From an optimization exercise on the open Yosys and OpenROAD flow, aimed at a short achievable clock period and few clock cycles; shortcuts taken in it are not production practice. RTL that was checked went through simulation tests only; none was proved equivalent to the original. No functional check of the RTL was part of runs 1 to 3. Power and IR drop assume default switching activity.

[config.mk]
export PLATFORM = sky130hd
export DESIGN_NAME = cpu
export DESIGN_NICKNAME = cpu
export VERILOG_FILES = /design/flow/design.v
export SDC_FILE = /design/flow/constraint.sdc
export NUM_CORES = 4
export LEC_CHECK = 0
export ABC_CLOCK_PERIOD_IN_PS = 2000
export CAP_MARGIN = 20
export CORE_MARGIN = 2
export CORE_UTILIZATION = 40
export PLACE_DENSITY = 0.6
export SETUP_SLACK_MARGIN = 3.4
export SLEW_MARGIN = 20
[run.sh]
#!/bin/bash
# synth_recipe.tcl (not shown) runs the flow's synth.tcl, then flattens the netlist and writes it again
# the make line also repeats each setting of config.mk as NAME=value (left out here)
make -C /OpenROAD-flow-scripts/flow DESIGN_CONFIG=/design/flow/config.mk WORK_HOME=/design/flow/orfs CLKGATE_MAP_FILE= SYNTH_SCRIPT=/design/flow/synth_recipe.tcl finish
[design.v]
module idecoder(input [15:0] w, input [2:0] xd, input [2:0] wd,
                output movi, output ldr, output str, output halt,
                output ra, output rbu, output wr, output add, output lop_and,
                output lop_notb, output cmp, output outv,
                output [2:0] dest, output [7:0] rn_oh, output [7:0] rb_oh, output [1:0] sh,
                output rn_x, output rb_x, output rn_w, output rb_w);
  wire [2:0] opc = w[15:13];
  wire [1:0] op  = w[12:11];
  wire [2:0] rn  = w[10:8];
  wire [2:0] rd  = w[7:5];
  wire [2:0] rm  = w[2:0];
  wire mv  = (opc == 3'b110) & (op == 2'b00);
  wire alu = (opc == 3'b101);
  wire mem;
  assign movi = (opc == 3'b110) & (op == 2'b10);
  assign ldr  = (opc == 3'b011);
  assign str  = (opc == 3'b100);
  assign mem  = ldr | str;
  assign halt = ~(movi | mv | alu | mem);
  assign ra   = (alu & (op != 2'b11)) | mem;
  assign rbu  = mv | alu | str;
  assign wr   = movi | mv | (alu & (op != 2'b01)) | ldr;
  assign add  = (alu & (op == 2'b00)) | ldr;
  assign lop_and  = alu & (op == 2'b10);
  assign lop_notb = alu & (op == 2'b11);
  assign cmp  = alu & (op == 2'b01);
  assign outv = mv | (alu & (op != 2'b01)) | mem;
  wire [2:0] rb = str ? rd : rm;
  assign dest  = movi ? rn : rd;
  assign rn_oh = 8'b1 << rn;
  assign rb_oh = 8'b1 << rb;
  assign sh    = mem ? 2'b00 : w[4:3];
  assign rn_x  = (rn == xd);
  assign rb_x  = (rb == xd);
  assign rn_w  = (rn == wd);
  assign rb_w  = (rb == wd);
endmodule
module cpu(input clk, input rst_n, input [7:0] start_pc, input [15:0] ram_r_data,
           output waiting, output [15:0] out, output [15:0] ram_w_data, output N, output V, output Z, output [7:0] ram_addr, output ram_w_en);
  localparam K = 4;                
  reg [15:0] rf [0:7];
  reg [7:0]  addr_q, pc_q;
  reg        wen_q;
  reg [15:0] wdata_q;
  reg        fetch_q;              
  reg        arr_q;                
  reg [15:0] bq [0:K-1];           
  reg [K-1:0] bv;                  
  reg [15:0] ir;
  reg        ir_v;
  reg        d_movi, d_ldr, d_str, d_halt, d_wr, d_add, d_out, d_cmp, d_and, d_notb;
  reg [2:0]  d_dest;
  reg [7:0]  d_rn_oh, d_rb_oh;
  reg [1:0]  d_sh;
  reg        fa_ex, fb_ex, fa_wb, fb_wb, stall_q;
  reg        cons_q;               
  reg [15:0] a_q, b_q;
  reg        ex_add, ex_and, ex_notb;    
  reg        ex_wr, ex_out, ex_cmp, ex_ldr;
  reg [2:0]  ex_dest;
  reg [7:0]  wb_lo, wb_h0, wb_h1;
  reg        wb_c;
  reg [15:0] wb_l;
  reg        wb_add, wb_ldr, wb_outadd, wb_cmp;
  reg [7:0]  wb_wr_oh;
  reg        wb_z, wb_db, wb_dh0, wb_dh1, wb_a15, wb_b15;
  reg [15:0] out_q;
  reg        z_q, n_q, v_q;
  reg        wait_q;
  assign waiting    = wait_q;
  assign out        = out_q;
  assign ram_w_data = wdata_q;
  assign ram_addr   = addr_q;
  assign ram_w_en   = wen_q;
  assign Z = z_q;
  assign N = n_q;
  assign V = v_q;
  wire [8:0]  lo  = {1'b0, a_q[7:0]} + {1'b0, b_q[7:0]};
  wire [7:0]  h0  = a_q[15:8] + b_q[15:8];
  wire [7:0]  h1  = a_q[15:8] - ~b_q[15:8];         
  wire [8:0]  dlo = {1'b0, a_q[7:0]} - {1'b0, b_q[7:0]};
  wire [7:0]  dh0 = a_q[15:8] - b_q[15:8];
  wire [7:0]  dh1 = a_q[15:8] + ~b_q[15:8];         
  wire [15:0] ex_l = ex_and ? (a_q & b_q) : ex_notb ? ~b_q : b_q;
  wire [15:0] wb_sum = {(wb_h0 & {8{~wb_c}}) | (wb_h1 & {8{wb_c}}), wb_lo};
  wire [15:0] wb_res = wb_add ? wb_sum : wb_l;
  wire [15:0] wb_val = wb_ldr ? ram_r_data : wb_res;
  wire        wb_n   = (wb_dh0 & ~wb_db) | (wb_dh1 & wb_db);
  wire consume = cons_q;
  wire d_mem   = d_ldr | d_str;
  reg [15:0] rf_a, rf_b;
  integer j;
  always @(*) begin
    rf_a = 16'h0;
    rf_b = 16'h0;
    for (j = 0; j < 8; j = j + 1) begin
      rf_a = rf_a | ({16{d_rn_oh[j]}} & rf[j]);
      rf_b = rf_b | ({16{d_rb_oh[j]}} & rf[j]);
    end
  end
  wire [15:0] va = fa_ex ? ex_l : fa_wb ? wb_val : rf_a;
  wire [15:0] vb = fb_ex ? ex_l : fb_wb ? wb_val : rf_b;
  wire [15:0] vb_sh = (d_sh == 2'b00) ? vb :
                      (d_sh == 2'b01) ? {vb[14:0], 1'b0} :
                      (d_sh == 2'b10) ? {1'b0, vb[15:1]} : {vb[15], vb[15:1]};
  wire [15:0] sximm5 = {{11{ir[4]}}, ir[4:0]};
  wire [15:0] sximm8 = {{8{ir[7]}}, ir[7:0]};
  wire [15:0] b_d = d_movi ? sximm8 : d_ldr ? sximm5 : vb_sh;
  reg [7:0] da_rf;
  integer m;
  always @(*) begin
    da_rf = 8'h00;
    for (m = 0; m < 8; m = m + 1)
      da_rf = da_rf | ({8{d_rn_oh[m]}} & (rf[m][7:0] + sximm5[7:0]));
  end
  wire [7:0] da_wl = wb_lo + sximm5[7:0];
  wire [7:0] da_wo = wb_l[7:0] + sximm5[7:0];
  wire [7:0] da = ~fa_wb ? da_rf : wb_add ? da_wl : da_wo;
  wire take   = ~ir_v | consume;
  wire from_b = take & bv[0];
  wire cx = consume & d_wr;
  wire cw = ex_wr;
  wire i_movi, i_ldr, i_str, i_halt, i_ra, i_rbu, i_wr, i_add, i_and, i_notb, i_cmp, i_out;
  wire [2:0] i_dest; wire [7:0] i_rn, i_rb; wire [1:0] i_sh;
  wire i_rnx, i_rbx, i_rnw, i_rbw;
  idecoder DI(ir, d_dest, ex_dest, i_movi, i_ldr, i_str, i_halt, i_ra, i_rbu, i_wr, i_add,
              i_and, i_notb, i_cmp, i_out, i_dest, i_rn, i_rb, i_sh, i_rnx, i_rbx, i_rnw, i_rbw);
  wire h_movi, h_ldr, h_str, h_halt, h_ra, h_rbu, h_wr, h_add, h_and, h_notb, h_cmp, h_out;
  wire [2:0] h_dest; wire [7:0] h_rn, h_rb; wire [1:0] h_sh;
  wire h_rnx, h_rbx, h_rnw, h_rbw;
  idecoder DH(bq[0], d_dest, ex_dest, h_movi, h_ldr, h_str, h_halt, h_ra, h_rbu, h_wr, h_add,
              h_and, h_notb, h_cmp, h_out, h_dest, h_rn, h_rb, h_sh, h_rnx, h_rbx, h_rnw, h_rbw);
  wire r_movi, r_ldr, r_str, r_halt, r_ra, r_rbu, r_wr, r_add, r_and, r_notb, r_cmp, r_out;
  wire [2:0] r_dest; wire [7:0] r_rn, r_rb; wire [1:0] r_sh;
  wire r_rnx, r_rbx, r_rnw, r_rbw;
  idecoder DR(ram_r_data, d_dest, ex_dest, r_movi, r_ldr, r_str, r_halt, r_ra, r_rbu, r_wr, r_add,
              r_and, r_notb, r_cmp, r_out, r_dest, r_rn, r_rb, r_sh, r_rnx, r_rbx, r_rnw, r_rbw);
  wire i_aw = cw & i_rnw;
  wire i_st = (i_ldr | i_str) & i_aw & ex_ldr;
  wire h_ax = cx & h_rnx, h_bx = cx & h_rbx, h_aw = cw & h_rnw, h_bw = cw & h_rbw;
  wire h_st = (d_add & ((h_ra & h_ax) | (h_rbu & h_bx))) |
              ((h_ldr | h_str) & (h_ax | (h_aw & ex_ldr)));
  wire r_ax = cx & r_rnx, r_bx = cx & r_rbx, r_aw = cw & r_rnw, r_bw = cw & r_rbw;
  wire r_st = (d_add & ((r_ra & r_ax) | (r_rbu & r_bx))) |
              ((r_ldr | r_str) & (r_ax | (r_aw & ex_ldr)));
  wire nx_v = ~take | bv[0] | arr_q;
  always @(posedge clk) begin
    if (take) ir <= from_b ? bq[0] : ram_r_data;
    if (!take) begin
      d_movi <= i_movi; d_ldr <= i_ldr; d_str <= i_str; d_halt <= i_halt;
      d_wr <= i_wr; d_add <= i_add; d_and <= i_and; d_notb <= i_notb;
      d_cmp <= i_cmp; d_out <= i_out; d_dest <= i_dest;
      d_rn_oh <= i_rn; d_rb_oh <= i_rb; d_sh <= i_sh;
      fa_ex <= 1'b0; fb_ex <= 1'b0; fa_wb <= i_aw; fb_wb <= cw & i_rbw;
    end else if (from_b) begin
      d_movi <= h_movi; d_ldr <= h_ldr; d_str <= h_str; d_halt <= h_halt;
      d_wr <= h_wr; d_add <= h_add; d_and <= h_and; d_notb <= h_notb;
      d_cmp <= h_cmp; d_out <= h_out; d_dest <= h_dest;
      d_rn_oh <= h_rn; d_rb_oh <= h_rb; d_sh <= h_sh;
      fa_ex <= h_ax; fb_ex <= h_bx; fa_wb <= h_aw & ~h_ax; fb_wb <= h_bw & ~h_bx;
    end else begin
      d_movi <= r_movi; d_ldr <= r_ldr; d_str <= r_str; d_halt <= r_halt;
      d_wr <= r_wr; d_add <= r_add; d_and <= r_and; d_notb <= r_notb;
      d_cmp <= r_cmp; d_out <= r_out; d_dest <= r_dest;
      d_rn_oh <= r_rn; d_rb_oh <= r_rb; d_sh <= r_sh;
      fa_ex <= r_ax; fb_ex <= r_bx; fa_wb <= r_aw & ~r_ax; fb_wb <= r_bw & ~r_bx;
    end
    if (!rst_n) begin
      ir_v    <= 1'b0;
      stall_q <= 1'b0;
      cons_q  <= 1'b0;
    end else begin
      ir_v    <= nx_v;
      stall_q <= ~take ? i_st : from_b ? h_st : r_st;
      cons_q  <= ~take ? (~i_halt & ~i_st) :
                 from_b ? (~h_halt & ~h_st) : (arr_q & ~r_halt & ~r_st);
    end
  end
  wire pop  = from_b;
  wire push = arr_q & ~(take & ~bv[0]);
  reg [15:0] sh_q [0:K-1];
  reg [K-1:0] sh_v;
  integer f;
  always @(*) begin
    for (f = 0; f < K; f = f + 1) begin
      sh_q[f] = (pop && f < K - 1) ? bq[(f < K - 1) ? f + 1 : f] : bq[f];
      sh_v[f] = pop ? ((f < K - 1) ? bv[(f < K - 1) ? f + 1 : f] : 1'b0) : bv[f];
    end
  end
  always @(posedge clk) begin
    for (f = 0; f < K; f = f + 1) begin
      if (push && !sh_v[f] && (f == 0 || sh_v[(f == 0) ? 0 : f - 1]))
        bq[f] <= ram_r_data;
      else
        bq[f] <= sh_q[f];
    end
    if (!rst_n) bv <= {K{1'b0}};
    else        bv <= sh_v | (push ? (sh_v + 1'b1) & ~sh_v : {K{1'b0}});
  end
  wire [1:0] xin = {1'b0, ir_v} + {1'b0, arr_q} + {1'b0, fetch_q};
  wire fetch_ok = (xin == 2'd0) | ((xin == 2'd1) & ~bv[3]) |
                  ((xin == 2'd2) & ~bv[2]) | ((xin == 2'd3) & ~bv[1]);
  always @(posedge clk) begin
    if (!rst_n) begin
      addr_q  <= start_pc;
      pc_q    <= start_pc + 8'd1;
      fetch_q <= 1'b1;
      wen_q   <= 1'b0;
      arr_q   <= 1'b0;
    end else begin
      arr_q <= fetch_q;
      if (consume & d_mem) begin
        addr_q  <= da;
        fetch_q <= 1'b0;
        wen_q   <= d_str;
      end else begin
        wen_q   <= 1'b0;
        fetch_q <= fetch_ok;
        if (fetch_ok) begin
          addr_q <= pc_q;
          pc_q   <= pc_q + 8'd1;
        end
      end
    end
    wdata_q <= vb;
  end
  always @(posedge clk) begin
    if (!rst_n) begin
      ex_wr  <= 1'b0;
      ex_out <= 1'b0;
      ex_cmp <= 1'b0;
      ex_ldr <= 1'b0;
    end else begin
      ex_wr  <= consume & d_wr;
      ex_out <= consume & d_out;
      ex_cmp <= consume & d_cmp;
      ex_ldr <= consume & d_ldr;
    end
    a_q     <= va;
    b_q     <= b_d;
    ex_add  <= d_add;
    ex_and  <= d_and;
    ex_notb <= d_notb;
    ex_dest <= d_dest;
  end
  always @(posedge clk) begin
    if (!rst_n) begin
      wb_wr_oh  <= 8'h00;
      wb_ldr    <= 1'b0;
      wb_outadd <= 1'b0;
      wb_cmp    <= 1'b0;
    end else begin
      wb_wr_oh  <= ex_wr ? (8'b1 << ex_dest) : 8'h00;
      wb_ldr    <= ex_ldr;
      wb_outadd <= ex_out & ex_add;
      wb_cmp    <= ex_cmp;
    end
    wb_lo  <= lo[7:0];
    wb_c   <= lo[8];
    wb_h0  <= h0;
    wb_h1  <= h1;
    wb_l   <= ex_l;
    wb_add <= ex_add;
    wb_z   <= (a_q == b_q);
    wb_db  <= dlo[8];
    wb_dh0 <= dh0[7];
    wb_dh1 <= dh1[7];
    wb_a15 <= a_q[15];
    wb_b15 <= b_q[15];
  end
  always @(posedge clk) begin
    if (ex_out & ~ex_add) out_q <= ex_l;
    else if (wb_outadd)   out_q <= wb_sum;
    if (wb_cmp) begin
      z_q <= wb_z;
      n_q <= wb_n;
      v_q <= (wb_a15 != wb_b15) & (wb_n != wb_a15);
    end
  end
  integer k;
  always @(posedge clk) begin
    for (k = 0; k < 8; k = k + 1)
      if (wb_wr_oh[k]) rf[k] <= wb_val;
  end
  always @(posedge clk) begin
    if (!rst_n) wait_q <= 1'b0;
    else if (ir_v & d_halt & ~(ex_out & ex_add) & ~ex_cmp) wait_q <= 1'b1;
  end
endmodule
[constraint.sdc]
create_clock -name core_clock -period 5.5 [get_ports {clk}]
set_input_delay 1.1000 -clock core_clock [delete_from_list [all_inputs] [get_ports {clk}]]
set_output_delay 1.1000 -clock core_clock [all_outputs]
set_load 0.01 [all_outputs]
==> impl_metrics.ini, run 1 <==
[hold_path]
hp-class = flip-flop to flip-flop

[cts]
post_cts_hold_buffers = 0
cts_root_buf = clkbuf_16
htree_levels = 2
cts.sinks = 405
tritoncts = yes
cts-buffers-inserted = 43
clock_latency_ns = 0.57
clkTransAtPathRegs_ns = 0.06
max-clock-path-buffers = 3

[timing]
timing_worst_slew_pin_value_ns = 1.20
timing.clock.skew_ns = 0.0202
timing.slew.headroom_pct = 20.1
final_max_slew_viol_count = 0
report.final.setup_viol = 0
period_share_pct = 52.6
rsz0062_at_grt = true
period_needed_ns = 2.89
report.final.hold_viol_count = 0
total_neg_setup_slack_ns = 0
max_freq_ghz = 0.346

[power_and_ir_drop]
worst_ir_drop_vdd_uv = 257
total_switching_power_uw = 3940
power_frac_seq_pct = 38.4
p_per_area_mw_per_mm2 = 427
cell_internal_pwr_uw = 7260
combPwrFrac_pct = 35.0
leakage_uw = 0.00982
power.share.clock_pct = 26.6
sw_frac_of_total_pct = 35.2

[critical_path]
worstSetupEndpointType = flip-flop
critPathRequiredTime_ns = 5.80
worst_path_fanout_max = 12
worst_setup_path_start_kind = flip-flop
worst_ep_arrival_time_ns = 3.19
critical_path_class = flip-flop to flip-flop

[finish]
num_antenna_cells = 0
area_growth_pct = 21.5
share_of_post_route_cells_with_drive_strength_above_1_pct = 23.9
nNetsFinal = 2287
finish.utilization_pct = 48.9

[floorplanning]
placementRows = 85
chip_height_um = 236
initial_core_util_pct = 40.3
io-pin-count = 71
fp.dieArea_mm2 = 0.0558
core_region_area_mm2 = 0.0536
die-width_um = 236

[yosys]
yosys.area.top_type = edfxtp_1
ys_top_cells_by_count = 243 x edfxtp_1, 162 x dfxtp_1, 151 x nand2_1
synth_xor_xnor_area_share_pct = 4.50
yosys.area_share.simple_pct = 10.2
synth_adder_area_share_pct = 6.83
synth_edf_count = 243
synthCells = 2053
syn-num-nets = 2189
synth.ff_latch_count = 405
netlist.area_leader.share_pct = 33.8
synth.yosys.seq_area_share_pct = 48.8
synth_cell_type_count = 85
syn_area_per_cell_um2 = 10.5
synth_compound_gate_area_share_pct = 18.8
synth-main-ff-cell = edfxtp_1
yosys-top-cells-area = edfxtp_1 34%, dfxtp_1 15%, ha_1 5.6%
synth_top_family_by_area = compound AO/OA/AOI/OAI gates
synth.most_common_cell = edfxtp_1
post_synth_mux_area_share_pct = 6.28
postSynth.asyncResetShare_pct = 0
netlist_area_mm2 = 0.0216
yosys_warnings = 7

[routing]
vias = 17400
remaining_routing_drc_violations = 0
drt_pass1_iterations = 6
post_dr_wirelength_cell_um = 24.9
route.detailed.vias_per_inst = 6.02
final_antenna_net_count = 0
drt_wl_total_um = 71800
first_iter_violations = 1910

[status]
run_status = no timing/DRC/antenna violations

[global_route]
global_route.usage.total_pct = 24.7
vias_in_the_first_global_route = 16600
global_route.overflow_total = 0
grt_start_max_net_pins = 48
grt_pass1_wl_um = 105000
antenna_found_initial = 1

[flow_run]
max_cap_violations = 0

[placed_design]
buffer_ports.inserted = 70
dp_hpwl_um = 48300
final_replace_weighted_congestion = 0.898
[final timing paths]
path / cells after the start / start / endpoint / slack, ns
setup / recovery: 7 / ir[4]$_DFFE_PN_ / addr_q[6]$_DFFE_PP_ / 2.61
hold / removal: 0 / d_notb$_DFF_P_ / ex_notb$_DFF_P_ / 0.33
setup reg to reg: 7 / ir[4]$_DFFE_PN_ / addr_q[6]$_DFFE_PP_ / 2.61
hold reg to reg: 0 / d_notb$_DFF_P_ / ex_notb$_DFF_P_ / 0.33
[power by group through the flow]
stage	sequential (uW)	clock [uW]	combinational, uW
3_3_place_gp	4320	0	3270
2_1_floorplan	4140	0	2350
6_report	4290	2980	3920
5_1_grt	4340	3140	4200
4_1_cts	4270	3000	3670
3_5_place_dp	4330	0	3320
[placed cells by master, fill, tap and decap left out, types with 59 or more instances in the layout]
| cell | instances |
|---|---|
| dfxtp_1 | 127 |
| nand2_1 | 143 |
| o21ai_0 | 93 |
| buf_4 | 80 |
| mux2_2 | 59 |
| inv_1 | 93 |
| xnor2_1 | 69 |
| ha_1 | 75 |
| a22oi_1 | 119 |
| edfxtp_1 | 243 |
| a21oi_1 | 123 |
| nor2_1 | 122 |
[routing by layer]
layer | GRT usage (%) | wire length, um | part of all wire, % | up-vias
met4 | 10.1 | 2830 | 3.9 | 0
li1 | - | - | - | 7841
met2 | 40.0 | 33600 | 47 | 817
met5 | 0 | 0 | 0 | -
met1 | 33.6 | 30500 | 42 | 8546
met3 | 2.93 | 4890 | 6.8 | 146
[repair_timing]
action	4_1_cts	5_1_grt
endpoints found under the setup margin	397	191
pin swaps	40	34
setup buffers	52	26
resized for setup	397	111
gates cloned	4	7
[metrics by stage]
stage | std cells | power [uW] | setup slack [ns] | area [um^2] | hold slack [ns]
4_1_cts | 2847 | 10900 | 2.66 | 25400 | 0.334
6_report | 2880 | 11200 | 2.61 | 26200 | 0.330
5_1_grt | 2880 | 11700 | 2.56 | 26200 | 0.349
2_1_floorplan | 2053 | 6490 | 2.79 | 21900 | 0.310
3_3_place_gp | 2713 | 7600 | 1.24 | 23000 | 0.323
3_5_place_dp | 2713 | 7650 | 1.49 | 23000 | 0.322
[cell families (layout without fill, tap and decap cells)]
| group | after synthesis | count (layout) |
|---|---|---|
| adder cells (fa/ha/maj) | 110 | 110 |
| XOR/XNOR | 111 | 111 |
| AND/OR/NAND/NOR | 464 | 466 |
| multiplexers | 126 | 126 |
| buffers and inverters | 231 | 360 |
| AO/OA/AOI/OAI | 606 | 606 |
| flip-flops | 405 | 405 |
[worst max-delay path: stages, from the launching register on]
cell,delay (ns)
edfxtp_1,0.49
buf_12,0.21
ha_4,0.29
mux2_2,0.34
a222oi_1,0.44
nand4_1,0.24
a2111oi_4,0.49
a2bb2oi_2,0.12
[cell type report]
cell class                 instances  area [um^2]
clock buffer                      58         1290
inverter                          97          372
tap                              696          871
fill                            4839        27400
clock inverter                    20          171
multi-input combinational       1419        11100
sequential                       405        10600
timing repair buffer             185         1810
[registers in the layout, indices dropped and copies added (netlist names), 16 cells and up]
register / flops
bq: 64
out_q: 16
wb_l: 16
rf: 128
wdata_q: 16
a_q: 16
ir: 16
b_q: 16
==> run 2, diff against run 1 <==
--- a/design.v
+++ b/design.v
@@ -1,2 +1,2 @@
-module idecoder(input [15:0] w, input [2:0] xd, input [2:0] wd,
+module idecoder(input [15:0] w, input [2:0] xd, input [2:0] wd, input [2:0] ld,
                 output movi, output ldr, output str, output halt,
@@ -5,3 +5,3 @@
                 output [2:0] dest, output [7:0] rn_oh, output [7:0] rb_oh, output [1:0] sh,
-                output rn_x, output rb_x, output rn_w, output rb_w);
+                output rn_x, output rb_x, output rn_w, output rb_w, output rn_l, output rb_l);
   wire [2:0] opc = w[15:13];
@@ -36,2 +36,4 @@
   assign rb_w  = (rb == wd);
+  assign rn_l  = (rn == ld);
+  assign rb_l  = (rb == ld);
 endmodule
@@ -54,3 +56,3 @@
   reg [1:0]  d_sh;
-  reg        fa_ex, fb_ex, fa_wb, fb_wb, stall_q;
+  reg        fa_ex, fb_ex, fa_wb, fb_wb, fa_ld, fb_ld, stall_q;
   reg        cons_q;               
@@ -58,4 +60,5 @@
   reg        ex_add, ex_and, ex_notb;    
-  reg        ex_wr, ex_out, ex_cmp, ex_ldr;
+  reg        ex_wr, ex_out, ex_cmp, ex_ldr, ex_str;
   reg [2:0]  ex_dest;
+  reg [7:0]  ex_imm;
   reg [7:0]  wb_lo, wb_h0, wb_h1;
@@ -65,2 +68,4 @@
   reg [7:0]  wb_wr_oh;
+  reg [2:0]  wb_dest;
+  reg [7:0]  w2_oh;                
   reg        wb_z, wb_db, wb_dh0, wb_dh1, wb_a15, wb_b15;
@@ -86,6 +91,4 @@
   wire [15:0] wb_res = wb_add ? wb_sum : wb_l;
-  wire [15:0] wb_val = wb_ldr ? ram_r_data : wb_res;
   wire        wb_n   = (wb_dh0 & ~wb_db) | (wb_dh1 & wb_db);
   wire consume = cons_q;
-  wire d_mem   = d_ldr | d_str;
   reg [15:0] rf_a, rf_b;
@@ -100,4 +103,4 @@
   end
-  wire [15:0] va = fa_ex ? ex_l : fa_wb ? wb_val : rf_a;
-  wire [15:0] vb = fb_ex ? ex_l : fb_wb ? wb_val : rf_b;
+  wire [15:0] va = fa_ex ? ex_l : fa_wb ? wb_res : fa_ld ? ram_r_data : rf_a;
+  wire [15:0] vb = fb_ex ? ex_l : fb_wb ? wb_res : fb_ld ? ram_r_data : rf_b;
   wire [15:0] vb_sh = (d_sh == 2'b00) ? vb :
@@ -108,12 +111,2 @@
   wire [15:0] b_d = d_movi ? sximm8 : d_ldr ? sximm5 : vb_sh;
-  reg [7:0] da_rf;
-  integer m;
-  always @(*) begin
-    da_rf = 8'h00;
-    for (m = 0; m < 8; m = m + 1)
-      da_rf = da_rf | ({8{d_rn_oh[m]}} & (rf[m][7:0] + sximm5[7:0]));
-  end
-  wire [7:0] da_wl = wb_lo + sximm5[7:0];
-  wire [7:0] da_wo = wb_l[7:0] + sximm5[7:0];
-  wire [7:0] da = ~fa_wb ? da_rf : wb_add ? da_wl : da_wo;
   wire take   = ~ir_v | consume;
@@ -122,25 +115,28 @@
   wire cw = ex_wr;
+  wire cl = wb_ldr;
   wire i_movi, i_ldr, i_str, i_halt, i_ra, i_rbu, i_wr, i_add, i_and, i_notb, i_cmp, i_out;
   wire [2:0] i_dest; wire [7:0] i_rn, i_rb; wire [1:0] i_sh;
-  wire i_rnx, i_rbx, i_rnw, i_rbw;
-  idecoder DI(ir, d_dest, ex_dest, i_movi, i_ldr, i_str, i_halt, i_ra, i_rbu, i_wr, i_add,
-              i_and, i_notb, i_cmp, i_out, i_dest, i_rn, i_rb, i_sh, i_rnx, i_rbx, i_rnw, i_rbw);
+  wire i_rnx, i_rbx, i_rnw, i_rbw, i_rnl, i_rbl;
+  idecoder DI(ir, d_dest, ex_dest, wb_dest, i_movi, i_ldr, i_str, i_halt, i_ra, i_rbu, i_wr, i_add,
+              i_and, i_notb, i_cmp, i_out, i_dest, i_rn, i_rb, i_sh, i_rnx, i_rbx, i_rnw, i_rbw, i_rnl, i_rbl);
   wire h_movi, h_ldr, h_str, h_halt, h_ra, h_rbu, h_wr, h_add, h_and, h_notb, h_cmp, h_out;
   wire [2:0] h_dest; wire [7:0] h_rn, h_rb; wire [1:0] h_sh;
-  wire h_rnx, h_rbx, h_rnw, h_rbw;
-  idecoder DH(bq[0], d_dest, ex_dest, h_movi, h_ldr, h_str, h_halt, h_ra, h_rbu, h_wr, h_add,
-              h_and, h_notb, h_cmp, h_out, h_dest, h_rn, h_rb, h_sh, h_rnx, h_rbx, h_rnw, h_rbw);
+  wire h_rnx, h_rbx, h_rnw, h_rbw, h_rnl, h_rbl;
+  idecoder DH(bq[0], d_dest, ex_dest, wb_dest, h_movi, h_ldr, h_str, h_halt, h_ra, h_rbu, h_wr, h_add,
+              h_and, h_notb, h_cmp, h_out, h_dest, h_rn, h_rb, h_sh, h_rnx, h_rbx, h_rnw, h_rbw, h_rnl, h_rbl);
   wire r_movi, r_ldr, r_str, r_halt, r_ra, r_rbu, r_wr, r_add, r_and, r_notb, r_cmp, r_out;
   wire [2:0] r_dest; wire [7:0] r_rn, r_rb; wire [1:0] r_sh;
-  wire r_rnx, r_rbx, r_rnw, r_rbw;
-  idecoder DR(ram_r_data, d_dest, ex_dest, r_movi, r_ldr, r_str, r_halt, r_ra, r_rbu, r_wr, r_add,
-              r_and, r_notb, r_cmp, r_out, r_dest, r_rn, r_rb, r_sh, r_rnx, r_rbx, r_rnw, r_rbw);
-  wire i_aw = cw & i_rnw;
-  wire i_st = (i_ldr | i_str) & i_aw & ex_ldr;
+  wire r_rnx, r_rbx, r_rnw, r_rbw, r_rnl, r_rbl;
+  idecoder DR(ram_r_data, d_dest, ex_dest, wb_dest, r_movi, r_ldr, r_str, r_halt, r_ra, r_rbu, r_wr, r_add,
+              r_and, r_notb, r_cmp, r_out, r_dest, r_rn, r_rb, r_sh, r_rnx, r_rbx, r_rnw, r_rbw, r_rnl, r_rbl);
+  wire i_aw = cw & i_rnw, i_bw = cw & i_rbw, i_al = cl & i_rnl, i_bl = cl & i_rbl;
+  wire i_st = ex_ldr & ((i_ra & i_aw) | (i_rbu & i_bw));
   wire h_ax = cx & h_rnx, h_bx = cx & h_rbx, h_aw = cw & h_rnw, h_bw = cw & h_rbw;
+  wire h_al = cl & h_rnl, h_bl = cl & h_rbl;
   wire h_st = (d_add & ((h_ra & h_ax) | (h_rbu & h_bx))) |
-              ((h_ldr | h_str) & (h_ax | (h_aw & ex_ldr)));
+              (ex_ldr & ((h_ra & h_aw) | (h_rbu & h_bw)));
   wire r_ax = cx & r_rnx, r_bx = cx & r_rbx, r_aw = cw & r_rnw, r_bw = cw & r_rbw;
+  wire r_al = cl & r_rnl, r_bl = cl & r_rbl;
   wire r_st = (d_add & ((r_ra & r_ax) | (r_rbu & r_bx))) |
-              ((r_ldr | r_str) & (r_ax | (r_aw & ex_ldr)));
+              (ex_ldr & ((r_ra & r_aw) | (r_rbu & r_bw)));
   wire nx_v = ~take | bv[0] | arr_q;
@@ -153,3 +149,4 @@
       d_rn_oh <= i_rn; d_rb_oh <= i_rb; d_sh <= i_sh;
-      fa_ex <= 1'b0; fb_ex <= 1'b0; fa_wb <= i_aw; fb_wb <= cw & i_rbw;
+      fa_ex <= 1'b0; fb_ex <= 1'b0; fa_wb <= i_aw; fb_wb <= i_bw;
+      fa_ld <= i_al & ~i_aw; fb_ld <= i_bl & ~i_bw;
     end else if (from_b) begin
@@ -160,2 +157,3 @@
       fa_ex <= h_ax; fb_ex <= h_bx; fa_wb <= h_aw & ~h_ax; fb_wb <= h_bw & ~h_bx;
+      fa_ld <= h_al & ~h_aw & ~h_ax; fb_ld <= h_bl & ~h_bw & ~h_bx;
     end else begin
@@ -166,2 +164,3 @@
       fa_ex <= r_ax; fb_ex <= r_bx; fa_wb <= r_aw & ~r_ax; fb_wb <= r_bw & ~r_bx;
+      fa_ld <= r_al & ~r_aw & ~r_ax; fb_ld <= r_bl & ~r_bw & ~r_bx;
     end
@@ -211,6 +210,6 @@
       arr_q <= fetch_q;
-      if (consume & d_mem) begin
-        addr_q  <= da;
+      if (ex_ldr | ex_str) begin
+        addr_q  <= a_q[7:0] + ex_imm;
         fetch_q <= 1'b0;
-        wen_q   <= d_str;
+        wen_q   <= ex_str;
       end else begin
@@ -224,3 +223,3 @@
     end
-    wdata_q <= vb;
+    wdata_q <= b_q;
   end
@@ -232,2 +231,3 @@
       ex_ldr <= 1'b0;
+      ex_str <= 1'b0;
     end else begin
@@ -237,2 +237,3 @@
       ex_ldr <= consume & d_ldr;
+      ex_str <= consume & d_str;
     end
@@ -244,2 +245,3 @@
     ex_dest <= d_dest;
+    ex_imm  <= sximm5[7:0];
   end
@@ -248,2 +250,3 @@
       wb_wr_oh  <= 8'h00;
+      w2_oh     <= 8'h00;
       wb_ldr    <= 1'b0;
@@ -252,3 +255,4 @@
     end else begin
-      wb_wr_oh  <= ex_wr ? (8'b1 << ex_dest) : 8'h00;
+      wb_wr_oh  <= (ex_wr & ~ex_ldr) ? (8'b1 << ex_dest) : 8'h00;
+      w2_oh     <= wb_ldr ? (8'b1 << wb_dest) : 8'h00;
       wb_ldr    <= ex_ldr;
@@ -257,2 +261,3 @@
     end
+    wb_dest <= ex_dest;
     wb_lo  <= lo[7:0];
@@ -282,3 +287,4 @@
     for (k = 0; k < 8; k = k + 1)
-      if (wb_wr_oh[k]) rf[k] <= wb_val;
+      if (wb_wr_oh[k])   rf[k] <= wb_res;
+      else if (w2_oh[k]) rf[k] <= ram_r_data;
   end
@@ -286,3 +292,3 @@
     if (!rst_n) wait_q <= 1'b0;
-    else if (ir_v & d_halt & ~(ex_out & ex_add) & ~ex_cmp) wait_q <= 1'b1;
+    else if (ir_v & d_halt & ~(ex_out & ex_add) & ~ex_cmp & ~ex_str) wait_q <= 1'b1;
   end
==> run 2 against run 1 <==
- still clean on timing, DRC and antenna
- cell count down 0.49%
- sequential power about the same
- die area down 3.0%
- sequential share of layout area up 1.8 points
- core utilization up 1.5 points
- largest power group unchanged
==> impl_metrics.ini, run 2 <==
[timing]
total_neg_setup_slack_ns = 0
rsz0062_at_grt = true
period_needed_ns = 2.61
timing.slew.headroom_pct = 23.5
final_max_slew_viol_count = 0
timing.clock.skew_ns = 0.0200
report.final.hold_viol_count = 0
max_freq_ghz = 0.383
whs_ns = 0.328
timing_worst_slew_pin_value_ns = 1.15
period_share_pct = 47.5
report.final.setup_viol = 0

[yosys]
ys_top_cells_by_count = 243 x edfxtp_1, 204 x nor2_1, 187 x a21oi_1
synth.yosys.seq_area_share_pct = 52.1
postSynth.asyncResetShare_pct = 0
syn_area_per_cell_um2 = 10.3
synth.most_common_cell = edfxtp_1
yosys_warnings = 7
synth_edf_count = 243
yosys.area.top_type = edfxtp_1
syn-num-nets = 2098
yosys-top-cells-area = edfxtp_1 35%, dfxtp_1 17%, mux2_2 6.0%
synth.ff_latch_count = 423
synth_cell_type_count = 67
netlist_area_mm2 = 0.0209
netlist.area_leader.share_pct = 34.9
synthCells = 2026
synth-main-ff-cell = edfxtp_1

[placed_design]
placed_cell_area_mm2 = 0.0224
dp_hpwl_um = 42300
buffer_ports.inserted = 70
final_replace_weighted_congestion = 0.915

[flow_run]
max_cap_violations = 0

[critical_path]
worst_setup_path_start_kind = input pin
critPathRequiredTime_ns = 5.98
crit_buf_inv = 3
regToRegSetupSlack_ns = 3.15
path_delay_family = simple AND/OR/NAND/NOR gates
critical_path_cell_list = buf_8 -> buf_12 -> nor3b_4 -> buf_6 -> mux2i_4 -> xnor2_2 -> or3_4 -> o21a_1 -> and3_1 -> or3_1
slowest_delay_ns = 0.40
critical_path_class = input pin to flip-flop
worst_ep_arrival_time_ns = 3.09
critical-path-slowest-cell = or3_4
worst_path_fanout_max = 4
worstSetupEndpointType = flip-flop

[finish]
most_frequent_cells_in_the_layout = 243 x edfxtp_1, 191 x nor2_1, 170 x a21oi_1, 150 x dfxtp_1, 116 x buf_4
area_growth_pct = 24.2
final_common_cell = edfxtp_1
design_area_mm2 = 0.0260
number_of_flip_flops_in_the_largest_register = 128
top_register = rf
finish.utilization_pct = 50.4
final-seq-area_mm2 = 0.0110
nNetsFinal = 2222
multi_input_comb_area_mm2 = 0.00999
share_of_post_route_cells_with_drive_strength_above_1_pct = 26.9
num_antenna_cells = 0
num-fill-cells = 4611
top_regs = rf x128, bq x64

[global_route]
grt_start_max_net_pins = 38
global_route.usage.total_pct = 24.9
vias_in_the_first_global_route = 16300
antenna_found_initial = 0
grt_pass1_wl_um = 101000
global_route.overflow_total = 0

[power_and_ir_drop]
p_per_area_mw_per_mm2 = 403
worst_ir_drop_vdd_uv = 238
leakage_uw = 0.00960
fin_total_pwr_uw = 10500

[floorplanning]
placementRows = 83
chip_height_um = 233
core_region_area_mm2 = 0.0515
initial_core_util_pct = 40.6
die-width_um = 233
fp.dieArea_mm2 = 0.0542
io-pin-count = 71

[cts]
max-clock-path-buffers = 3
htree_levels = 2
clock_latency_ns = 0.59
cts.sinks = 423
clkTransAtPathRegs_ns = 0.07
cts-buffers-inserted = 46
tritoncts = yes
cts_root_buf = clkbuf_16

[routing]
first_iter_violations = 1949
remaining_routing_drc_violations = 0
drt_wl_total_um = 68800
vias = 16900
drt_pass1_iterations = 8
final_antenna_net_count = 0
route.detailed.vias_per_inst = 5.90
post_dr_wirelength_cell_um = 24.0

[status]
run_status = no timing/DRC/antenna violations

[hold_path]
hp-class = flip-flop to flip-flop
run 2: worst paths after layout:
kind / cells past startpoint / endpoint / startpoint
max: 10 / fb_wb$_DFF_P_ / ram_r_data[14]
min: 0 / ex_and$_DFF_P_ / d_and$_DFF_P_
max reg2reg: 6 / fb_wb$_DFF_P_ / bq[0][1]$_DFFE_PP_
min reg2reg: 0 / ex_and$_DFF_P_ / d_and$_DFF_P_
run 2: timing repair:
action	4_1_cts	5_1_grt
pin swaps	34	68
gates cloned	8	2
hold endpoints to repair	0	0
endpoints found under the setup margin	300	192
hold buffers	0	0
buffers inserted	65	47
gates resized for setup	379	171
run 2: final cells by class:
class / instances / area share (%)
flip-flops and latches: 423 / 42.2
multi-input cells: 1368 / 38.4
repair buffers: 242 / 9.26
clock buffers: 59 / 4.90
well taps: 680 / 3.27
inverters: 69 / 1.11
clock inverters: 25 / 0.819
run 2: cells by family (layout without fill, tap and decap cells):
family,after synthesis,in the layout,share of synthesized area (%)
buffers and inverters,235,395,4.27
flip-flops,423,423,52.1
XOR/XNOR,97,97,4.06
AND/OR/NAND/NOR,511,511,11.5
adder cells (fa/ha/maj),46,46,2.93
AO/OA/AOI/OAI,543,543,16.3
multiplexers,171,171,8.92
run 2: metrics by stage:
stage                     setup WS [ns]  cells
after floorplan                    2.45   2026
after global placement             1.60   2660
after detailed placement           1.54   2660
after CTS                          2.92   2817
after global routing               2.82   2866
final                              2.89   2866
run 2: power breakdown:
| group | switching [uW] | internal (uW) |
|---|---|---|
| clock | 1300 | 1780 |
| combinational | 1810 | 1300 |
| sequential | 437 | 3850 |
run 2: worst reg2reg max path, delay by kind of cell, from the launching register on:
family | cells | cell delay, ns
AND/OR/NAND/NOR | 4 | 0.96
AO/OA/AOI/OAI | 2 | 0.79
flip-flops | 1 | 0.48
run 2: routing by layer:
metal  vias to the layer above  wire length (um)  global-route usage [%]
li1                       7620                 -                       -
met1                      8111             27800                    32.7
met2                       927             31000                    39.1
met3                       241              6750                    5.82
met4                         4              3200                    10.7
met5                         -               140                       0
==> run 3, diff against run 2 <==
--- a/design.v
+++ b/design.v
@@ -33,7 +33,7 @@
   assign rn_x  = (rn == xd);
-  assign rb_x  = (rb == xd);
+  assign rb_x  = str ? (rd == xd) : (rm == xd);
   assign rn_w  = (rn == wd);
-  assign rb_w  = (rb == wd);
+  assign rb_w  = str ? (rd == wd) : (rm == wd);
   assign rn_l  = (rn == ld);
-  assign rb_l  = (rb == ld);
+  assign rb_l  = str ? (rd == ld) : (rm == ld);
 endmodule
@@ -41,3 +41,3 @@
            output waiting, output [15:0] out, output [15:0] ram_w_data, output N, output V, output Z, output [7:0] ram_addr, output ram_w_en);
-  localparam K = 4;                
+  localparam K = 6;                
   reg [15:0] rf [0:7];
@@ -199,4 +199,4 @@
   wire [1:0] xin = {1'b0, ir_v} + {1'b0, arr_q} + {1'b0, fetch_q};
-  wire fetch_ok = (xin == 2'd0) | ((xin == 2'd1) & ~bv[3]) |
-                  ((xin == 2'd2) & ~bv[2]) | ((xin == 2'd3) & ~bv[1]);
+  wire fetch_ok = (xin == 2'd0) | ((xin == 2'd1) & ~bv[K-1]) |
+                  ((xin == 2'd2) & ~bv[K-2]) | ((xin == 2'd3) & ~bv[K-3]);
   always @(posedge clk) begin
==> run 3 against run 2 <==
- still clean
- power is 11% higher
- synthesized area is 6.4% higher
- worst hold slack worse by 0.0055 ns
==> impl_metrics.ini, run 3 <==
[critical_path]
worst_r2r_path_depth = 8
critPathRequiredTime_ns = 6.02
worst_ep_arrival_time_ns = 2.97
crit_start = ram_r_data[15]
crit_end = d_rb_oh[1]$_SDFF_PP0_
worst_r2r_end = cons_q$_SDFF_PN0_
critical_path.most_common_cell = buf_4
worstSetupEndpointType = flip-flop
worst_path_fanout_max = 5
regToRegSetupSlack_ns = 3.16
worst_setup_path_start_kind = input pin
crit_buf_inv = 6
critical_path_cell_list = buf_4 -> buf_12 -> nor3b_4 -> buf_6 -> mux2i_4 -> buf_4 -> buf_6 -> mux2i_1 -> nor2_1 -> a21oi_2 -> buf_4 -> nand2b_4 -> nor2_1
cp.depth = 13
critical-path-slowest-cell = a21oi_2
path_delay_family = buffers and inverters
slowest_delay_ns = 0.25
worstReg2RegStart = bq[0][15]$_DFFE_PP_
critical_path_class = input pin to flip-flop

[power_and_ir_drop]
p_per_area_mw_per_mm2 = 425
leakage_uw = 0.0100
worst_ir_drop_vdd_uv = 287

[routing]
vias = 18000
route.detailed.vias_per_inst = 5.91
drt_pass1_iterations = 6
first_iter_violations = 2205
post_dr_wirelength_cell_um = 23.8
remaining_routing_drc_violations = 0
drt_wl_total_um = 72500
final_antenna_net_count = 0

[finish]
nNetsFinal = 2332
top_regs = rf x128, bq x96
most_frequent_cells_in_the_layout = 275 x edfxtp_1, 189 x nor2_1, 184 x nand2_1, 170 x a21oi_1, 146 x dfxtp_1
finish.utilization_pct = 49.6
num_antenna_cells = 0
top_register = rf
final_common_cell = edfxtp_1
post_layout_nonfiller_instances = 3050
share_of_post_route_cells_with_drive_strength_above_1_pct = 25.7
area_growth_pct = 22.7
number_of_flip_flops_in_the_largest_register = 128

[global_route]
grt_pass1_wl_um = 106000
global_route.usage.total_pct = 24.5
vias_in_the_first_global_route = 17200
antenna_found_initial = 1
grt_start_max_net_pins = 37
global_route.overflow_total = 0

[timing]
period_share_pct = 44.5
timing.slew.headroom_pct = 37.2
max_freq_ghz = 0.409
report.final.setup_viol = 0
timing.clock.skew_ns = 0.0145
report.final.hold_viol_count = 0
total_neg_setup_slack_ns = 0
final_max_slew_viol_count = 0
timing_worst_slew_pin_value_ns = 0.935
rsz0062_at_grt = true
period_needed_ns = 2.45

[yosys]
yosys-top-cells-area = edfxtp_1 37%, dfxtp_1 16%, mux2_2 4.8%
postSynth.asyncResetShare_pct = 0
netlist_area_mm2 = 0.0223
netlist.area_leader.share_pct = 37.1
synth.ff_latch_count = 457
syn_area_per_cell_um2 = 10.4
yosys_warnings = 7
synth_edf_count = 275
synth.yosys.seq_area_share_pct = 53.5
synth-main-ff-cell = edfxtp_1
synth_cell_type_count = 73
synthCells = 2145
yosys.area.top_type = edfxtp_1
syn-num-nets = 2217
ys_top_cells_by_count = 275 x edfxtp_1, 192 x nand2_1, 192 x nor2_1
synth.most_common_cell = edfxtp_1

[floorplanning]
core_region_area_mm2 = 0.0551
chip_height_um = 240
fp.dieArea_mm2 = 0.0576
initial_core_util_pct = 40.4
die-width_um = 240
placementRows = 86
io-pin-count = 71

[cts]
clkTransAtPathRegs_ns = 0.07
clock_latency_ns = 0.59
cts.sinks = 457
max-clock-path-buffers = 3
tritoncts = yes
cts_root_buf = clkbuf_16
cts-buffers-inserted = 50
post_cts_hold_buffers = 0
htree_levels = 2

[placed_design]
place.detailed.instances = 2835
final_replace_weighted_congestion = 0.890
dp_hpwl_um = 44800
buffer_ports.inserted = 70

[status]
run_status = no timing/DRC/antenna violations

[hold_path]
hp-class = flip-flop to flip-flop

[flow_run]
max_cap_violations = 0
==> run 3: changes by cell type in the layout (fill, tap and decap cells not counted), sizes merged, moves of 9 or more <==
cell	previous run	this run
nand2	120	193
edfxtp	243	275
o21ai	114	142
mux2	115	95
buf	216	201
clkbuf	64	76
a22oi	93	104
nor2	204	193
and3	17	7
nand3	16	26
a221oi	26	17
==> run 3: how the worst min path moves through the flow <==
stage                   startpoint         endpoint  cells past startpoint
global route        d_notb$_DFF_P_  ex_notb$_DFF_P_                      0
global placement     d_and$_DFF_P_   ex_and$_DFF_P_                      0
detailed placement   d_and$_DFF_P_   ex_and$_DFF_P_                      0
CTS                  d_and$_DFF_P_   ex_and$_DFF_P_                      0
floorplan            d_and$_DFF_P_   ex_and$_DFF_P_                      0
finish               d_and$_DFF_P_   ex_and$_DFF_P_                      0
==> run 3: area by class of cell <==
type / instances / area [um^2]
Multi-Input combinational cell: 1451 / 10200
Sequential cell: 457 / 12000
Clock buffer: 70 / 1510
Fill cell: 4966 / 27800
Inverter: 72 / 299
Timing Repair Buffer: 228 / 2090
Tap cell: 748 / 936
Clock inverter: 24 / 260
==> run 3: repair_timing <==
| action | CTS | global route |
|---|---|---|
| gates resized for setup | 392 | 113 |
| setup endpoints to repair | 394 | 279 |
| setup buffers | 62 | 47 |
| gates cloned | 10 | 2 |
| pin swaps | 37 | 48 |
==> run 3: metal layers <==
metal	global-route usage, %	vias to the layer above	wire, um
met5	0	-	0
met4	11.0	0	3530
met3	4.00	237	7080
met2	39.4	1030	33300
met1	32.5	8737	28600
li1	-	8033	-
==> run 3: kinds of logic after synthesis <==
group,Yosys count,synth area share [%]
fa+ha+maj,46,2.75
flops,457,53.5
simple gates,567,11.7
mux,154,7.58
xor+xnor,95,3.74
compound gates,584,16.4
buf+inv,242,4.35
==> run 3: where the power goes <==
part	internal [uW]	switching [uW]	total, uW
clock	2150	1430	3570
sequential	4150	505	4650
combinational	1400	1960	3370
total	7700	3900	11600
==> run 3: worst reg2reg max path: cells and delay by family (launching register included) <==
family	cells	cell delay, ns
multiplexers	1	0.38
flip-flops	1	0.51
AO/OA/AOI/OAI	3	0.48
AND/OR/NAND/NOR	2	0.52
buffers and inverters	1	0.21
XOR/XNOR	1	0.13
==> run 3: metrics by stage <==
stage	setup slack (ns)	power [uW]	instance area (um^2)	hold slack, ns
after floorplan	2.72	6430	22500	0.310
after global placement	1.83	7450	23600	0.315
after detailed placement	1.78	7510	23600	0.312
after CTS	3.16	11300	26500	0.324
after global routing	3.01	12000	27300	0.329
final	3.05	11600	27300	0.322
==> run 4, diff against run 3 <==
--- a/design.v
+++ b/design.v
@@ -126,7 +126,2 @@
               h_and, h_notb, h_cmp, h_out, h_dest, h_rn, h_rb, h_sh, h_rnx, h_rbx, h_rnw, h_rbw, h_rnl, h_rbl);
-  wire r_movi, r_ldr, r_str, r_halt, r_ra, r_rbu, r_wr, r_add, r_and, r_notb, r_cmp, r_out;
-  wire [2:0] r_dest; wire [7:0] r_rn, r_rb; wire [1:0] r_sh;
-  wire r_rnx, r_rbx, r_rnw, r_rbw, r_rnl, r_rbl;
-  idecoder DR(ram_r_data, d_dest, ex_dest, wb_dest, r_movi, r_ldr, r_str, r_halt, r_ra, r_rbu, r_wr, r_add,
-              r_and, r_notb, r_cmp, r_out, r_dest, r_rn, r_rb, r_sh, r_rnx, r_rbx, r_rnw, r_rbw, r_rnl, r_rbl);
   wire i_aw = cw & i_rnw, i_bw = cw & i_rbw, i_al = cl & i_rnl, i_bl = cl & i_rbl;
@@ -137,9 +132,5 @@
               (ex_ldr & ((h_ra & h_aw) | (h_rbu & h_bw)));
-  wire r_ax = cx & r_rnx, r_bx = cx & r_rbx, r_aw = cw & r_rnw, r_bw = cw & r_rbw;
-  wire r_al = cl & r_rnl, r_bl = cl & r_rbl;
-  wire r_st = (d_add & ((r_ra & r_ax) | (r_rbu & r_bx))) |
-              (ex_ldr & ((r_ra & r_aw) | (r_rbu & r_bw)));
-  wire nx_v = ~take | bv[0] | arr_q;
-  always @(posedge clk) begin
-    if (take) ir <= from_b ? bq[0] : ram_r_data;
+  wire nx_v = ~take | bv[0];
+  always @(posedge clk) begin
+    if (take) ir <= bq[0];
     if (!take) begin
@@ -151,3 +142,3 @@
       fa_ld <= i_al & ~i_aw; fb_ld <= i_bl & ~i_bw;
-    end else if (from_b) begin
+    end else begin
       d_movi <= h_movi; d_ldr <= h_ldr; d_str <= h_str; d_halt <= h_halt;
@@ -158,9 +149,2 @@
       fa_ld <= h_al & ~h_aw & ~h_ax; fb_ld <= h_bl & ~h_bw & ~h_bx;
-    end else begin
-      d_movi <= r_movi; d_ldr <= r_ldr; d_str <= r_str; d_halt <= r_halt;
-      d_wr <= r_wr; d_add <= r_add; d_and <= r_and; d_notb <= r_notb;
-      d_cmp <= r_cmp; d_out <= r_out; d_dest <= r_dest;
-      d_rn_oh <= r_rn; d_rb_oh <= r_rb; d_sh <= r_sh;
-      fa_ex <= r_ax; fb_ex <= r_bx; fa_wb <= r_aw & ~r_ax; fb_wb <= r_bw & ~r_bx;
-      fa_ld <= r_al & ~r_aw & ~r_ax; fb_ld <= r_bl & ~r_bw & ~r_bx;
     end
@@ -172,5 +156,4 @@
       ir_v    <= nx_v;
-      stall_q <= ~take ? i_st : from_b ? h_st : r_st;
-      cons_q  <= ~take ? (~i_halt & ~i_st) :
-                 from_b ? (~h_halt & ~h_st) : (arr_q & ~r_halt & ~r_st);
+      stall_q <= ~take ? i_st : h_st;
+      cons_q  <= ~take ? (~i_halt & ~i_st) : (from_b & ~h_halt & ~h_st);
     end
@@ -178,3 +161,3 @@
   wire pop  = from_b;
-  wire push = arr_q & ~(take & ~bv[0]);
+  wire push = arr_q;
   reg [15:0] sh_q [0:K-1];
==> run 4 against run 3 <==
- die area is 3.7% lower
- clock skew up 0.0088 ns
- first-iteration DRC count shrank 14%
- synthesized area decreased by 3.7%
- routed wire length down 14%
- largest power group unchanged
- highest routed layer unchanged
- core utilization fell by 0.40 points
- sequential cell count unchanged
- design area shrank 5.0%
- count of clock-buffer cells in the layout fell by 7
- non-clock buffer count fell by 31
- fmax increased by 10%
==> impl_metrics.ini, run 4 <==
[status]
run_status = no timing/DRC/antenna violations

[timing]
period_needed_ns = 2.22
final_max_slew_viol_count = 0
period_share_pct = 40.3
report.final.setup_viol = 0
max_freq_ghz = 0.451
whs_ns = 0.331
postLayoutSetupSlackWorst_ns = 3.28
rsz0062_at_grt = true
timing.slew.headroom_pct = 24.3
timing.clock.skew_ns = 0.0234
timing_worst_slew_pin_value_ns = 1.13
total_neg_setup_slack_ns = 0
report.final.hold_viol_count = 0

[finish]
design_area_mm2 = 0.0259
top_register = rf
number_of_flip_flops_in_the_largest_register = 128
final_common_cell = edfxtp_1
area_growth_pct = 21.0
nNetsFinal = 2058
top_regs = rf x128, bq x96
share_of_post_route_cells_with_drive_strength_above_1_pct = 27.0
most_frequent_cells_in_the_layout = 275 x edfxtp_1, 161 x nor2_1, 161 x dfxtp_1, 153 x mux2_2, 138 x a21oi_1

[global_route]
global_route.overflow_total = 0
vias_in_the_first_global_route = 15200
global_route.usage.total_pct = 21.7
grt_start_max_net_pins = 34
antenna_found_initial = 0
grt_pass1_wl_um = 92500

[critical_path]
critical_path_cell_list = buf_2
worstReg2RegStart = bq[0][13]$_DFFE_PP_
worstSetupEndpointType = output port
slowest_delay_ns = 0.38
worst_ep_arrival_time_ns = 1.12
worst_path_fanout_max = 1
critical-path-slowest-cell = edfxtp_1
critPathRequiredTime_ns = 4.40
path_delay_family = flip-flops
regToRegSetupSlack_ns = 3.30
worst_setup_path_start_kind = flip-flop
critical_path_class = flip-flop to output port
worst_r2r_path_depth = 7
worst_r2r_end = fb_ld$_DFF_P_
cp.depth = 1
crit_buf_inv = 1

[yosys]
synth.ff_latch_count = 457
netlist.area_leader.share_pct = 38.5
yosys.area.top_type = edfxtp_1
syn-num-nets = 1952
synth.yosys.seq_area_share_pct = 55.5
postSynth.asyncResetShare_pct = 0
ys_top_cells_by_count = 275 x edfxtp_1, 182 x dfxtp_1, 164 x nor2_1
netlist_area_mm2 = 0.0214
synth_cell_type_count = 75
synth.most_common_cell = edfxtp_1
synth_edf_count = 275
yosys_warnings = 7
synthCells = 1880
synth-main-ff-cell = edfxtp_1
yosys-top-cells-area = edfxtp_1 39%, dfxtp_1 17%, mux2_2 8.1%
syn_area_per_cell_um2 = 11.4

[floorplanning]
die-width_um = 236
fp.dieArea_mm2 = 0.0555
io-pin-count = 71
initial_core_util_pct = 40.6
chip_height_um = 236
core_region_area_mm2 = 0.0528
placementRows = 84

[routing]
remaining_routing_drc_violations = 0
drt_pass1_iterations = 6
post_dr_wirelength_cell_um = 23.1
drt_wl_total_um = 62600
vias = 15800
final_antenna_net_count = 0
route.detailed.vias_per_inst = 5.83
first_iter_violations = 1894

[cts]
cts_root_buf = clkbuf_16
clock_latency_ns = 0.60
htree_levels = 2
max-clock-path-buffers = 3
cts.sinks = 457
tritoncts = yes
cts-buffers-inserted = 49
post_cts_hold_buffers = 0
clkTransAtPathRegs_ns = 0.06

[hold_path]
min_to = ex_notb$_DFF_P_
min_from = d_notb$_DFF_P_
hp-class = flip-flop to flip-flop
number_of_instances_on_the_worst_hold_path = 0

[placed_design]
final_replace_weighted_congestion = 0.868
buffer_ports.inserted = 70
dp_hpwl_um = 39500
placed_cell_area_mm2 = 0.0228
place_ws_ns = 2.25

[flow_run]
max_cap_violations = 0

[power_and_ir_drop]
fin_total_pwr_uw = 10900
p_per_area_mw_per_mm2 = 422
worst_ir_drop_vdd_uv = 244
leakage_uw = 0.00953
-- run 4: cell types whose count changed after synthesis, sizes merged, moves of 12 or more --
| cell | before | now |
|---|---|---|
| nand2 | 192 | 93 |
| o21ai | 142 | 69 |
| a21oi | 192 | 150 |
| inv | 70 | 58 |
| mux2 | 95 | 154 |
| clkbuf | 131 | 110 |
| nor2 | 193 | 164 |
| a22oi | 104 | 91 |
-- run 4: metrics by stage --
stage / utilization [%] / cells
6_report: 49.2 / 2716
5_1_grt: 49.2 / 2715
4_1_cts: 47.6 / 2660
3_5_place_dp: 43.1 / 2530
3_3_place_gp: 43.1 / 2530
2_1_floorplan: - / 1880
-- run 4: how the worst max path moves through the flow --
stage / startpoint / to
after floorplan: rst_n / pc_q[7]$_DFFE_PP_
after global placement: ir_v$_SDFF_PN0_ / bq[4][12]$_DFFE_PP_
after detailed placement: ir_v$_SDFF_PN0_ / bq[4][12]$_DFFE_PP_
after CTS: addr_q[7]$_DFFE_PP_ / ram_addr[7]
after global routing: addr_q[7]$_DFFE_PP_ / ram_addr[7]
final: addr_q[7]$_DFFE_PP_ / ram_addr[7]
-- run 4: where the power goes --
part           internal [uW]  leakage (uW)  switching [uW]
Sequential              4170       0.00407             495
Combinational           1240       0.00461            1640
Clock                   2000      0.000839            1410
-- run 4: area by class of cell --
| type | instances | area, um^2 |
|---|---|---|
| Fill cell | 4682 | 26800 |
| Sequential cell | 457 | 11900 |
| Multi-Input combinational cell | 1222 | 9400 |
| Timing Repair Buffer | 197 | 1830 |
| Clock buffer | 63 | 1450 |
| Tap cell | 688 | 861 |
| Clock inverter | 29 | 239 |
| Inverter | 59 | 234 |
| Antenna cell | 1 | 2.50 |
-- run 4: per-layer routing --
| layer | wire, um | track usage, % | part of all wire, % | vias to the layer above |
|---|---|---|---|---|
| met5 | 0 | 0 | 0 | - |
| met4 | 2390 | 8.55 | 3.8 | 0 |
| met3 | 5390 | 3.93 | 8.6 | 179 |
| met2 | 28700 | 35.1 | 46 | 836 |
| met1 | 26100 | 28.8 | 42 | 7635 |
| li1 | - | - | - | 7181 |
-- run 4: repair_timing --
item,CTS,global route
gates resized for setup,305,88
buffers inserted,34,50
pin swaps,17,26
endpoints found under the setup margin,301,180
gates cloned,4,5
-- run 4: logic make-up (layout without fill, tap and decap cells) --
family,Yosys count,in the layout,synth area share (%)
DFF,457,457,55.5
and+or+nand+nor,420,421,9.44
buffers and inverters,202,348,3.76
adders and majority gates,46,46,2.86
other,0,1,0
xor gates and xnor gates,80,80,3.27
AOI/OAI and AO/OA,455,455,13.9
muxes,220,220,11.2
Testbench counts of run 4, summed over its fixed seeds: cycles 13,981.

re-timing with driven ports:
Ports are ideal in the flow. The routed layouts listed here were re-timed in OpenROAD. Step 1 (the two cells are an assumption about what drives the block):
set clk [get_ports {clk}]
set_driving_cell -lib_cell sky130_fd_sc_hd__clkbuf_16 $clk
set_driving_cell -lib_cell sky130_fd_sc_hd__buf_2 [delete_from_list [all_inputs] $clk]
Step 2 adds t to the input delays and takes it off the output delays; t is the mean of the earliest and latest rising clock arrival at the registers after step 1. Input paths then give back, and output paths get back, about the clock's delay inside the block. Three values: no drivers, after step 1, after step 2; two values: the first two.
run | t (ns) | slack for setup (ns) | hold WS [ns]
run 1 | 0.621 | 2.607 / 2.607 / 2.326 | 0.330 / 0.330 / 0.330
run 2 | 0.639 | 2.888 / 2.908 / 2.269 | 0.328 / 0.328 / 0.328
run 3 | 0.644 | 3.053 / 3.089 / 2.445 | 0.322 / 0.322 / 0.322
run 4 | 0.647 | 3.283 / 3.224 / 2.818 | 0.331 / 0.331 / 0.331
After both steps every run listed still meets setup and hold. The setup slack of run 2, which loses most, moves by +0.020 ns with the drivers and by -0.619 ns with both steps.
